Source: an optimization exercise on an open RTL-to-GDS flow (aim: small area). Production flows keep margins and buffers that such runs may drop.
Where RTL was checked, it was by simulation tests only, not by an equivalence proof against the original.
Power and IR drop assume default switching activity.

==> flow/design.v <==
module uart_top
#(
    parameter sysclk = 50000000,
    parameter low_baudrate = 4800
)
(
    input  wire       clk,
    input  wire       rst,
    input  wire [2:0] sel,
    input  wire [7:0] tx_data_in,
    input  wire       tx_start,
    output reg        tx_out,
    output wire       tx_done,
    input  wire       rx_in,
    output wire       rx_done,
    output reg        flag,
    output reg  [7:0] rx_data_out
);
    localparam integer BASE = sysclk / low_baudrate;
    localparam integer W    = 14;              
    localparam [W-1:0] TB   = BASE;
    localparam [W-1:0] HB   = BASE >> 1;
    localparam [3:0] S_PAR = 4'd0, S_STOP = 4'd1, S_DONE = 4'd2,
                     S_IDLE = 4'd3, S_START = 4'd7, S_D0 = 4'd8;
    function [W-1:0] inc;
        input [W-1:0] c;
        input [W-1:0] s;
        integer i;
        reg cy;
        begin
            cy = 1'b0;
            for (i = 0; i < W; i = i + 1) begin
                cy = s[i] | cy;
                inc[i] = c[i] ^ cy;
                cy = cy & c[i];
            end
        end
    endfunction
    reg [W-1:0] step, hi;
    integer k;
    always @* begin
        for (k = 0; k < W; k = k + 1) begin
            step[k] = (sel == k);
            hi[k]   = (k >= sel);
        end
    end
    wire [W-1:0] tm = TB & hi;         
    wire [W-1:0] hm = HB & hi;         
    reg  [W-1:0] b;
    wire         tick = &(b | ~tm);
    always @(posedge clk)
        if (rst)       b <= 0;
        else if (tick) b <= step;
        else           b <= inc(b, step);
    reg  [3:0] ts;
    reg  [7:0] td;
    wire t_ready = (ts[3:1] == 3'b001);            
    assign tx_done = (ts == S_DONE);
    always @(posedge clk)
        if (t_ready) td <= tx_data_in;
    reg tp;                                        
    always @(posedge clk)
        if (t_ready)            tp <= 1'b0;
        else if (tick && ts[3]) tp <= tp ^ td[ts[2:0]];
    always @(posedge clk or posedge rst)
        if (rst) begin
            ts <= S_IDLE; tx_out <= 1'b1;
        end else begin
            if (ts[3])             tx_out <= td[ts[2:0]];
            else if (ts == S_PAR)  tx_out <= tp;
            else                   tx_out <= (ts != S_START);
            if (t_ready)   ts <= tx_start ? S_START : S_IDLE;
            else if (tick) ts <= ts + 4'd1;
        end
    reg  [3:0]   rs;
    reg  [W-1:0] rc;
    reg  [7:0]   rd;
    wire r_ready = (rs[3:1] == 3'b001);            
    wire r_start = (rs == S_START);
    wire hitt    = &(rc | ~tm);
    wire hith    = &(rc | ~hm);
    assign rx_done = (rs == S_DONE);
    always @(posedge clk)
        if (r_ready || (r_start ? hith : hitt)) rc <= 0;
        else                                    rc <= inc(rc, step);
    always @(posedge clk)
        if (hitt && rs[3]) rd <= {rx_in, rd[7:1]};
    reg rp;                                        
    always @(posedge clk)
        if (r_ready)            rp <= 1'b0;
        else if (hitt && rs[3]) rp <= rp ^ rx_in;
    always @(posedge clk or posedge rst)
        if (rst) begin
            rs <= S_IDLE; flag <= 1'b0; rx_data_out <= 8'd0;
        end else begin
            if (r_ready)
                rs <= rx_in ? S_IDLE : S_START;
            else if (r_start) begin
                if (hith) rs <= rx_in ? S_IDLE : S_D0;
            end else if (hitt) begin
                rs <= rs + 4'd1;
                if (rs == S_PAR)  flag <= rx_in ^ rp;
                if (rs == S_STOP) rx_data_out <= rd;
            end
        end
endmodule
export LEC_CHECK = 0
export CAP_MARGIN = 20
export CORE_MARGIN = 2
export CORE_UTILIZATION = 40
export CTS_BUF_LIST = sky130_fd_sc_hd__clkbuf_4
export CTS_CLUSTER_SIZE = 20
export SLEW_MARGIN = 20
create_clock -name core_clock -period 20.0 [get_ports {clk}]
standard.sh (not shown) runs the stock make flow with config.mk's settings and CLKGATE_MAP_FILE= SYNTH_SCRIPT=/design/flow/synth_recipe.tcl, a recipe that flattens the netlist after the stock synthesis.
==> flow/flow/run.sh <==
#!/bin/bash
# Own flow: the standard flow, except that
#  - the standard synthesis's combinational logic is mapped again by ABC for
#    area (flow/remap.tcl); the flip-flops are kept as they are (same
#    instances, names and cells);
#  - the port buffers that global placement inserts are buf_1.
# Each tool's output goes to a log file of its own in the work folder.
set -euo pipefail
W=$(pwd)
R=$W/orfs/results/$FLOW_PLATFORM/uart_top/base
LIB=$FLOW_HOME/platforms/$FLOW_PLATFORM/lib/sky130_fd_sc_hd__tt_025C_1v80.lib
YOSYS=$FLOW_HOME/../tools/install/yosys/bin/yosys
[ -x "$YOSYS" ] || YOSYS=yosys

bash standard.sh synth > "$W/1_standard_synth.log" 2>&1
cp "$R/1_2_yosys.v" "$W/1_standard_yosys.v"

REMAP_LIB=$LIB REMAP_IN=$W/1_standard_yosys.v REMAP_TOP=$FLOW_TOP \
REMAP_OUT=$W/1_remap.v REMAP_STAT=$W/1_remap_stat.txt \
  "$YOSYS" -c "$W/flow/remap.tcl" > "$W/1_remap.log" 2>&1

cp "$W/1_remap.v" "$R/1_2_yosys.v"
rm -f "$R/1_synth.odb" "$R/1_synth.sdc"
bash standard.sh synth > "$W/1_remap_synth_odb.log" 2>&1

bash standard.sh BUFFER_PORTS_ARGS="-buffer_cell sky130_fd_sc_hd__buf_1" finish > "$W/2_finish.log" 2>&1
Other scripts of this flow, unchanged in this note and not shown: flow/flow/remap.tcl
Then changed:
--- a/flow/design.v
+++ b/flow/design.v
@@ -58,16 +58,13 @@
     assign tx_done = (ts == S_DONE);
     always @(posedge clk)
         if (t_ready) td <= tx_data_in;
-    reg tp;                                        
-    always @(posedge clk)
-        if (t_ready)            tp <= 1'b0;
-        else if (tick && ts[3]) tp <= tp ^ td[ts[2:0]];
+    wire tpar = ^td;
     always @(posedge clk or posedge rst)
         if (rst) begin
             ts <= S_IDLE; tx_out <= 1'b1;
         end else begin
             if (ts[3])             tx_out <= td[ts[2:0]];
-            else if (ts == S_PAR)  tx_out <= tp;
+            else if (ts == S_PAR)  tx_out <= tpar;
             else                   tx_out <= (ts != S_START);
             if (t_ready)   ts <= tx_start ? S_START : S_IDLE;
             else if (tick) ts <= ts + 4'd1;
@@ -85,10 +82,7 @@
         else                                    rc <= inc(rc, step);
     always @(posedge clk)
         if (hitt && rs[3]) rd <= {rx_in, rd[7:1]};
-    reg rp;                                        
-    always @(posedge clk)
-        if (r_ready)            rp <= 1'b0;
-        else if (hitt && rs[3]) rp <= rp ^ rx_in;
+    wire rpar = ^rd;
     always @(posedge clk or posedge rst)
         if (rst) begin
             rs <= S_IDLE; flag <= 1'b0; rx_data_out <= 8'd0;
@@ -99,7 +93,7 @@
                 if (hith) rs <= rx_in ? S_IDLE : S_D0;
             end else if (hitt) begin
                 rs <= rs + 4'd1;
-                if (rs == S_PAR)  flag <= rx_in ^ rp;
+                if (rs == S_PAR)  flag <= rx_in ^ rpar;
                 if (rs == S_STOP) rx_data_out <= rd;
             end
         end
After rerunning:
- The new run passed the timing, design-rule and antenna checks
- fmax falls by 2.0%
- flip-flop and latch count falls by 2
- final cell count rises by 2.7%
- die area rises by 0.95%
- first-iteration DRC count rises by about 4%
- combinational power rises by about 2%

* * *

// uart_top: RTL as listed in full above, without the edits since
export LEC_CHECK = 0
export CAP_MARGIN = 20
export CORE_MARGIN = 2
export CORE_UTILIZATION = 40
export CTS_BUF_LIST = sky130_fd_sc_hd__clkbuf_4
export CTS_CLUSTER_SIZE = 20
export SLEW_MARGIN = 20
create_clock -name core_clock -period 20.0 [get_ports {clk}]
==> flow/flow/run.sh <==
#!/bin/bash
# Own flow: the standard flow, except that
#  - the standard synthesis's combinational logic is mapped again by ABC for
#    area (flow/remap.tcl); the flip-flops are kept as they are (same
#    instances, names and cells);
#  - the port buffers that global placement inserts are buf_1.
# Each tool's output goes to a log file of its own in the work folder.
set -euo pipefail
W=$(pwd)
R=$W/orfs/results/$FLOW_PLATFORM/uart_top/base
LIB=$FLOW_HOME/platforms/$FLOW_PLATFORM/lib/sky130_fd_sc_hd__tt_025C_1v80.lib
YOSYS=$FLOW_HOME/../tools/install/yosys/bin/yosys
[ -x "$YOSYS" ] || YOSYS=yosys

bash standard.sh synth > "$W/1_standard_synth.log" 2>&1
cp "$R/1_2_yosys.v" "$W/1_standard_yosys.v"

REMAP_LIB=$LIB REMAP_IN=$W/1_standard_yosys.v REMAP_TOP=$FLOW_TOP \
REMAP_OUT=$W/1_remap.v REMAP_STAT=$W/1_remap_stat.txt \
  "$YOSYS" -c "$W/flow/remap.tcl" > "$W/1_remap.log" 2>&1

cp "$W/1_remap.v" "$R/1_2_yosys.v"
rm -f "$R/1_synth.odb" "$R/1_synth.sdc"
bash standard.sh synth > "$W/1_remap_synth_odb.log" 2>&1

bash standard.sh BUFFER_PORTS_ARGS="-buffer_cell sky130_fd_sc_hd__buf_1" CTS_ARGS="-buf_list sky130_fd_sc_hd__clkbuf_4 -root_buf sky130_fd_sc_hd__clkbuf_4 -sink_clustering_enable -sink_clustering_size 30 -sink_clustering_max_diameter 200 -dont_use_dummy_load -repair_clock_nets" finish > "$W/2_finish.log" 2>&1
Other scripts of this flow, unchanged in this note and not shown: flow/flow/remap.tcl
Change:
--- a/flow/design.v
+++ b/flow/design.v
@@ -59,8 +59,5 @@
     always @(posedge clk)
         if (t_ready) td <= tx_data_in;
-    reg tp;                                        
-    always @(posedge clk)
-        if (t_ready)            tp <= 1'b0;
-        else if (tick && ts[3]) tp <= tp ^ td[ts[2:0]];
+    wire tpar = ^td;
     always @(posedge clk or posedge rst)
         if (rst) begin
@@ -68,5 +65,5 @@
         end else begin
             if (ts[3])             tx_out <= td[ts[2:0]];
-            else if (ts == S_PAR)  tx_out <= tp;
+            else if (ts == S_PAR)  tx_out <= tpar;
             else                   tx_out <= (ts != S_START);
             if (t_ready)   ts <= tx_start ? S_START : S_IDLE;
@@ -86,8 +83,5 @@
     always @(posedge clk)
         if (hitt && rs[3]) rd <= {rx_in, rd[7:1]};
-    reg rp;                                        
-    always @(posedge clk)
-        if (r_ready)            rp <= 1'b0;
-        else if (hitt && rs[3]) rp <= rp ^ rx_in;
+    wire rpar = ^rd;
     always @(posedge clk or posedge rst)
         if (rst) begin
@@ -100,5 +94,5 @@
             end else if (hitt) begin
                 rs <= rs + 4'd1;
-                if (rs == S_PAR)  flag <= rx_in ^ rp;
+                if (rs == S_PAR)  flag <= rx_in ^ rpar;
                 if (rs == S_STOP) rx_data_out <= rd;
             end
Outcome: The new run finished with timing, DRC and antenna clean; count of clock-buffer cells in the layout stays the same; core utilization climbs by 0.38 points; die area is higher by 2.4%; flip-flop and latch count decreases by 2; design area grows by 2.0%; non-clock buffer count came out lower by 1; power increases by 3.3%; wire length is higher by 1.8%; fmax shrinks by 2.0%.

* * *

uart_top with an RTL version that a note above also has.
Size: ~260 cells after synthesis, ~62 flip-flops, roughly 27 I/O pins, roughly 3100 um2 of cells after synthesis.
==> module uart_top, before the edit <==
module uart_top
#(
    parameter sysclk = 50000000,
    parameter low_baudrate = 4800
)
(
    input  wire       clk,
    input  wire       rst,
    input  wire [2:0] sel,
    input  wire [7:0] tx_data_in,
    input  wire       tx_start,
    output reg        tx_out,
    output wire       tx_done,
    input  wire       rx_in,
    output wire       rx_done,
    output reg        flag,
    output reg  [7:0] rx_data_out
);
    localparam integer BASE = sysclk / low_baudrate;
    localparam integer W    = 14;              
    localparam [W-1:0] TB   = BASE;
    localparam [W-1:0] HB   = BASE >> 1;
    localparam [3:0] S_PAR = 4'd0, S_STOP = 4'd1, S_DONE = 4'd2,
                     S_IDLE = 4'd3, S_START = 4'd7, S_D0 = 4'd8;
    function [W-1:0] inc;
        input [W-1:0] c;
        input [W-1:0] s;
        integer i;
        reg cy;
        begin
            cy = 1'b0;
            for (i = 0; i < W; i = i + 1) begin
                cy = s[i] | cy;
                inc[i] = c[i] ^ cy;
                cy = cy & c[i];
            end
        end
    endfunction
    reg [W-1:0] step, hi;
    integer k;
    always @* begin
        for (k = 0; k < W; k = k + 1) begin
            step[k] = (sel == k);
            hi[k]   = (k >= sel);
        end
    end
    wire [W-1:0] tm = TB & hi;         
    wire [W-1:0] hm = HB & hi;         
    reg  [W-1:0] b;
    wire         tick = &(b | ~tm);
    always @(posedge clk)
        if (rst)       b <= 0;
        else if (tick) b <= step;
        else           b <= inc(b, step);
    reg  [3:0] ts;
    reg  [7:0] td;
    wire t_ready = (ts[3:1] == 3'b001);            
    assign tx_done = (ts == S_DONE);
    always @(posedge clk)
        if (t_ready) td <= tx_data_in;
    wire tpar = ^td;
    always @(posedge clk or posedge rst)
        if (rst) begin
            ts <= S_IDLE; tx_out <= 1'b1;
        end else begin
            if (ts[3])             tx_out <= td[ts[2:0]];
            else if (ts == S_PAR)  tx_out <= tpar;
            else                   tx_out <= (ts != S_START);
            if (t_ready)   ts <= tx_start ? S_START : S_IDLE;
            else if (tick) ts <= ts + 4'd1;
        end
    reg  [3:0]   rs;
    reg  [W-1:0] rc;
    reg  [7:0]   rd;
    wire r_ready = (rs[3:1] == 3'b001);            
    wire r_start = (rs == S_START);
    wire hitt    = &(rc | ~tm);
    wire hith    = &(rc | ~hm);
    assign rx_done = (rs == S_DONE);
    always @(posedge clk)
        if (r_ready || (r_start ? hith : hitt)) rc <= 0;
        else                                    rc <= inc(rc, step);
    always @(posedge clk)
        if (hitt && rs[3]) rd <= {rx_in, rd[7:1]};
    wire rpar = ^rd;
    always @(posedge clk or posedge rst)
        if (rst) begin
            rs <= S_IDLE; flag <= 1'b0; rx_data_out <= 8'd0;
        end else begin
            if (r_ready)
                rs <= rx_in ? S_IDLE : S_START;
            else if (r_start) begin
                if (hith) rs <= rx_in ? S_IDLE : S_D0;
            end else if (hitt) begin
                rs <= rs + 4'd1;
                if (rs == S_PAR)  flag <= rx_in ^ rpar;
                if (rs == S_STOP) rx_data_out <= rd;
            end
        end
endmodule
clock: 20.0 ns
lec_check: 0
cap_margin: 20
core_margin: 2
core_utilization: 40
slew_margin: 20
run.sh (not shown) runs the stock make flow with config.mk's settings and CLKGATE_MAP_FILE= SYNTH_SCRIPT=/design/flow/synth_recipe.tcl, a recipe that flattens the netlist after the stock synthesis.
Stock flow here: none of the scripts above is used.
Edit:
--- a/flow/design.v
+++ b/flow/design.v
@@ -46,11 +46,11 @@
     end
     wire [W-1:0] tm = TB & hi;         
     wire [W-1:0] hm = HB & hi;         
     reg  [W-1:0] b;
     wire         tick = &(b | ~tm);
-    always @(posedge clk)
+    always @(posedge clk or posedge rst)
         if (rst)       b <= 0;
         else if (tick) b <= step;
         else           b <= inc(b, step);
     reg  [3:0] ts;
     reg  [7:0] td;
Effect:
- The new run ran to the end with no violations
- routed wire length grows by 8.4%
- global-route usage grows by 1.3 points
- hold slack stays flat
- core utilization grows by 0.36 points
- design area grows by 1.8%
- power grows by 20%
Function not checked in the second run of this note: the RTL went through the layout flow alone.

* * *

Setup of rev 12:
Another version of the RTL of uart_top (not shown whole).
Size: ~270 cells after synthesis, roughly 27 I/O pins.
==> module uart_top, before the edit <==
module uart_top
#(
    parameter sysclk = 50000000,
    parameter low_baudrate = 4800
)
(
    input  wire       clk,
    input  wire       rst,
    input  wire [2:0] sel,
    input  wire [7:0] tx_data_in,
    input  wire       tx_start,
    output reg        tx_out,
    output wire       tx_done,
    input  wire       rx_in,
    output wire       rx_done,
    output reg        flag,
    output reg  [7:0] rx_data_out
);
    localparam integer BASE = sysclk / low_baudrate;
    localparam integer W    = 14;              
    localparam [W-1:0] TB   = BASE;
    localparam [W-1:0] HB   = BASE >> 1;
    localparam [3:0] S_PAR = 4'd0, S_STOP = 4'd1, S_DONE = 4'd2,
                     S_IDLE = 4'd3, S_START = 4'd7, S_D0 = 4'd8;
    function [W-1:0] inc;
        input [W-1:0] c;
        input [W-1:0] s;
        integer i;
        reg cy;
        begin
            cy = 1'b0;
            for (i = 0; i < W; i = i + 1) begin
                cy = s[i] | cy;
                inc[i] = c[i] ^ cy;
                cy = cy & c[i];
            end
        end
    endfunction
    reg [W-1:0] step, hi;
    integer k;
    always @* begin
        for (k = 0; k < W; k = k + 1) begin
            step[k] = (sel == k);
            hi[k]   = (k >= sel);
        end
    end
    wire [W-1:0] tm = TB & hi;         
    wire [W-1:0] hm = HB & hi;         
    reg  [W-1:0] b;
    wire [W-1:0] bn   = inc(b, step);
    wire         tick = ~|b;
    always @(posedge clk)
        if (rst || &(bn | ~tm)) b <= 0;
        else                    b <= bn;
    reg  [3:0] ts;
    reg  [7:0] td;
    wire t_ready = (ts[3:1] == 3'b001);            
    assign tx_done = (ts == S_DONE) && !rst;
    wire t_bit = td[ts[2:0]];
    always @(posedge clk)
        if (t_ready) td <= tx_data_in;
        else if (tick && ts[3] && ts[2:0] != 3'd0) td[0] <= td[0] ^ t_bit;
    always @(posedge clk or posedge rst)
        if (rst)                   tx_out <= 1'b1;
        else if (ts[3])            tx_out <= t_bit;
        else if (ts == S_PAR)      tx_out <= td[0];
        else                       tx_out <= (ts != S_START);
    always @(posedge clk)
        if (rst)                   ts <= S_IDLE;
        else if (t_ready)          ts <= tx_start ? S_START : S_IDLE;
        else if (tick)             ts <= ts + 4'd1;
    reg  [3:0]   rs;
    reg  [W-1:0] rc;
    reg  [7:0]   rd;
    wire r_ready = (rs[3:1] == 3'b001);            
    wire r_start = (rs == S_START);
    wire hitt    = &(rc | ~tm);
    wire hith    = &(rc | ~hm);
    assign rx_done = (rs == S_DONE) && !rst;
    always @(posedge clk)
        if (r_ready || (r_start ? hith : hitt)) rc <= 0;
        else                                    rc <= inc(rc, step);
    always @(posedge clk)
        if (hitt && rs[3]) rd <= {rx_in, rd[7:1]};
    reg rp;                                        
    always @(posedge clk)
        if (r_ready)            rp <= 1'b0;
        else if (hitt && rs[3]) rp <= rp ^ rx_in;
    always @(posedge clk)
        if (rst)               rs <= S_IDLE;
        else if (r_ready)      rs <= rx_in ? S_IDLE : S_START;
        else if (r_start) begin
            if (hith)          rs <= rx_in ? S_IDLE : S_D0;
        end else if (hitt)     rs <= rs + 4'd1;
    always @(posedge clk or posedge rst)
        if (rst) begin
            flag <= 1'b0; rx_data_out <= 8'd0;
        end else if (hitt && !r_ready && !r_start) begin
            if (rs == S_PAR)  flag <= rx_in ^ rp;
            if (rs == S_STOP) rx_data_out <= rd;
        end
endmodule
==> flow/config.mk <==
export PLATFORM = sky130hd
export DESIGN_NAME = uart_top
export DESIGN_NICKNAME = uart_top
export VERILOG_FILES = /design/flow/design.v
export SDC_FILE = /design/flow/constraint.sdc
export NUM_CORES = 4
export LEC_CHECK = 0
export CAP_MARGIN = 20
export CORE_MARGIN = 2
export CORE_UTILIZATION = 40
export CTS_BUF_LIST = sky130_fd_sc_hd__clkbuf_4
export CTS_CLUSTER_SIZE = 20
export SLEW_MARGIN = 20
==> flow/constraint.sdc <==
create_clock -name core_clock -period 20.0 [get_ports {clk}]
set_input_delay 4.0000 -clock core_clock [delete_from_list [all_inputs] [get_ports {clk}]]
set_output_delay 4.0000 -clock core_clock [all_outputs]
set_load 0.01 [all_outputs]
standard.sh (not shown) runs the stock make flow with config.mk's settings and CLKGATE_MAP_FILE= SYNTH_SCRIPT=/design/flow/synth_recipe.tcl, a recipe that flattens the netlist after the stock synthesis.
Scripts as last shown in full above: flow/flow/run.sh
Other scripts of this flow, unchanged in this note and not shown: flow/flow/remap.tcl
The inputs of rev 13 differ from those of rev 12 as listed below.
--- a/flow/design.v
+++ b/flow/design.v
@@ -52,51 +52,53 @@
     always @(posedge clk)
         if (rst || &(bn | ~tm)) b <= 0;
         else                    b <= bn;
     reg  [3:0] ts;
     reg  [7:0] td;
     wire t_ready = (ts[3:1] == 3'b001);            
-    assign tx_done = (ts == S_DONE) && !rst;
+    assign tx_done = (ts == S_DONE);
     wire t_bit = td[ts[2:0]];
     always @(posedge clk)
         if (t_ready) td <= tx_data_in;
         else if (tick && ts[3] && ts[2:0] != 3'd0) td[0] <= td[0] ^ t_bit;
     always @(posedge clk or posedge rst)
-        if (rst)                   tx_out <= 1'b1;
-        else if (ts[3])            tx_out <= t_bit;
-        else if (ts == S_PAR)      tx_out <= td[0];
-        else                       tx_out <= (ts != S_START);
-    always @(posedge clk)
-        if (rst)                   ts <= S_IDLE;
-        else if (t_ready)          ts <= tx_start ? S_START : S_IDLE;
-        else if (tick)             ts <= ts + 4'd1;
+        if (rst) begin
+            ts <= S_IDLE; tx_out <= 1'b1;
+        end else begin
+            if (ts[3])             tx_out <= t_bit;
+            else if (ts == S_PAR)  tx_out <= td[0];
+            else                   tx_out <= (ts != S_START);
+            if (t_ready)   ts <= tx_start ? S_START : S_IDLE;
+            else if (tick) ts <= ts + 4'd1;
+        end
     reg  [3:0]   rs;
     reg  [W-1:0] rc;
     reg  [7:0]   rd;
     wire r_ready = (rs[3:1] == 3'b001);            
     wire r_start = (rs == S_START);
     wire hitt    = &(rc | ~tm);
     wire hith    = &(rc | ~hm);
-    assign rx_done = (rs == S_DONE) && !rst;
+    assign rx_done = (rs == S_DONE);
     always @(posedge clk)
         if (r_ready || (r_start ? hith : hitt)) rc <= 0;
         else                                    rc <= inc(rc, step);
     always @(posedge clk)
         if (hitt && rs[3]) rd <= {rx_in, rd[7:1]};
     reg rp;                                        
     always @(posedge clk)
         if (r_ready)            rp <= 1'b0;
         else if (hitt && rs[3]) rp <= rp ^ rx_in;
-    always @(posedge clk)
-        if (rst)               rs <= S_IDLE;
-        else if (r_ready)      rs <= rx_in ? S_IDLE : S_START;
-        else if (r_start) begin
-            if (hith)          rs <= rx_in ? S_IDLE : S_D0;
-        end else if (hitt)     rs <= rs + 4'd1;
     always @(posedge clk or posedge rst)
         if (rst) begin
-            flag <= 1'b0; rx_data_out <= 8'd0;
-        end else if (hitt && !r_ready && !r_start) begin
-            if (rs == S_PAR)  flag <= rx_in ^ rp;
-            if (rs == S_STOP) rx_data_out <= rd;
+            rs <= S_IDLE; flag <= 1'b0; rx_data_out <= 8'd0;
+        end else begin
+            if (r_ready)
+                rs <= rx_in ? S_IDLE : S_START;
+            else if (r_start) begin
+                if (hith) rs <= rx_in ? S_IDLE : S_D0;
+            end else if (hitt) begin
+                rs <= rs + 4'd1;
+                if (rs == S_PAR)  flag <= rx_in ^ rp;
+                if (rs == S_STOP) rx_data_out <= rd;
+            end
         end
 endmodule
--- outcome ---
Comparing rev 12 and rev 13, critical path depth is higher on rev 13.
Going from rev 12 to rev 13, data-path buffer share of cell area in the final layout now sits lower, wire length of the first global-routing pass now sits higher, peak supply drop now sits higher, overall routed net length now sits higher.
Relative to rev 12, the global-route usage of rev 13 is higher by 0.43 points.
On combinational fraction of design power: rev 13 sits above rev 12.
Between rev 12 and rev 13, the flow reports combinational power increasing by more than 100%.
Number of global-route vias before repair: rev 13 vs rev 12 up about 2.3%
Taking rev 12 as the reference, in rev 13 largest stage delay on the critical path shows an increase of 0.34 ns, area used by sequential logic in the layout shows an increase of about 3%, synthesized area up 1.1%.

-- re-timing with driven ports --
In the flow no input, the clock included, has a driving cell. The finished layouts below were timed again as built, in two steps.
Step 1: set_driving_cell puts a clkbuf_16 on clk and a buf_2 on each other input, an assumption about the parent block.
Step 2, shift: input delay + t, output delay - t, t = (earliest + latest rising clock arrival at the registers) / 2. This alone moves slack from input paths to output paths.
Three values: ideal ports, drivers, drivers and shift; two values: the first two.
| run | shift t [ns] | slack for setup (ns) | worst hold slack (ns) | worst register clock-pin slew, ns |
|---|---|---|---|---|
| the first run of note 1 | 0.431 | 13.436 / 13.437 / 13.006 | 0.457 / 0.457 / 0.457 | 0.12 / 0.12 |
| the second run of note 1 | 0.423 | 13.303 / 13.307 / 12.884 | 0.472 / 0.472 / 0.472 | 0.11 / 0.11 |
| the first run of note 2 | 0.408 | 13.222 / 13.231 / 12.823 | 0.470 / 0.470 / 0.470 | 0.11 / 0.11 |
| the second run of note 2 | 0.417 | 13.081 / 13.085 / 12.668 | 0.460 / 0.460 / 0.460 | 0.10 / 0.10 |
| the first run of note 3 | 0.363 | 11.206 / 11.216 / 10.852 | 0.500 / 0.500 / 0.500 | 0.07 / 0.07 |
| the second run of note 3 | 0.371 | 11.310 / 11.314 / 10.943 | 0.501 / 0.501 / 0.501 | 0.08 / 0.08 |
| rev 12 | 0.396 | 11.492 / 11.469 / 11.469 | 0.444 / 0.444 / 0.444 | 0.10 / 0.10 |
| rev 13 | 0.398 | 13.054 / 13.055 / 12.656 | 0.444 / 0.444 / 0.444 | 0.10 / 0.10 |
After both steps every run listed still meets setup and hold. For the first run of note 1, which loses most, drivers alone change the setup slack by +0.001 ns; drivers and shift together by -0.430 ns.
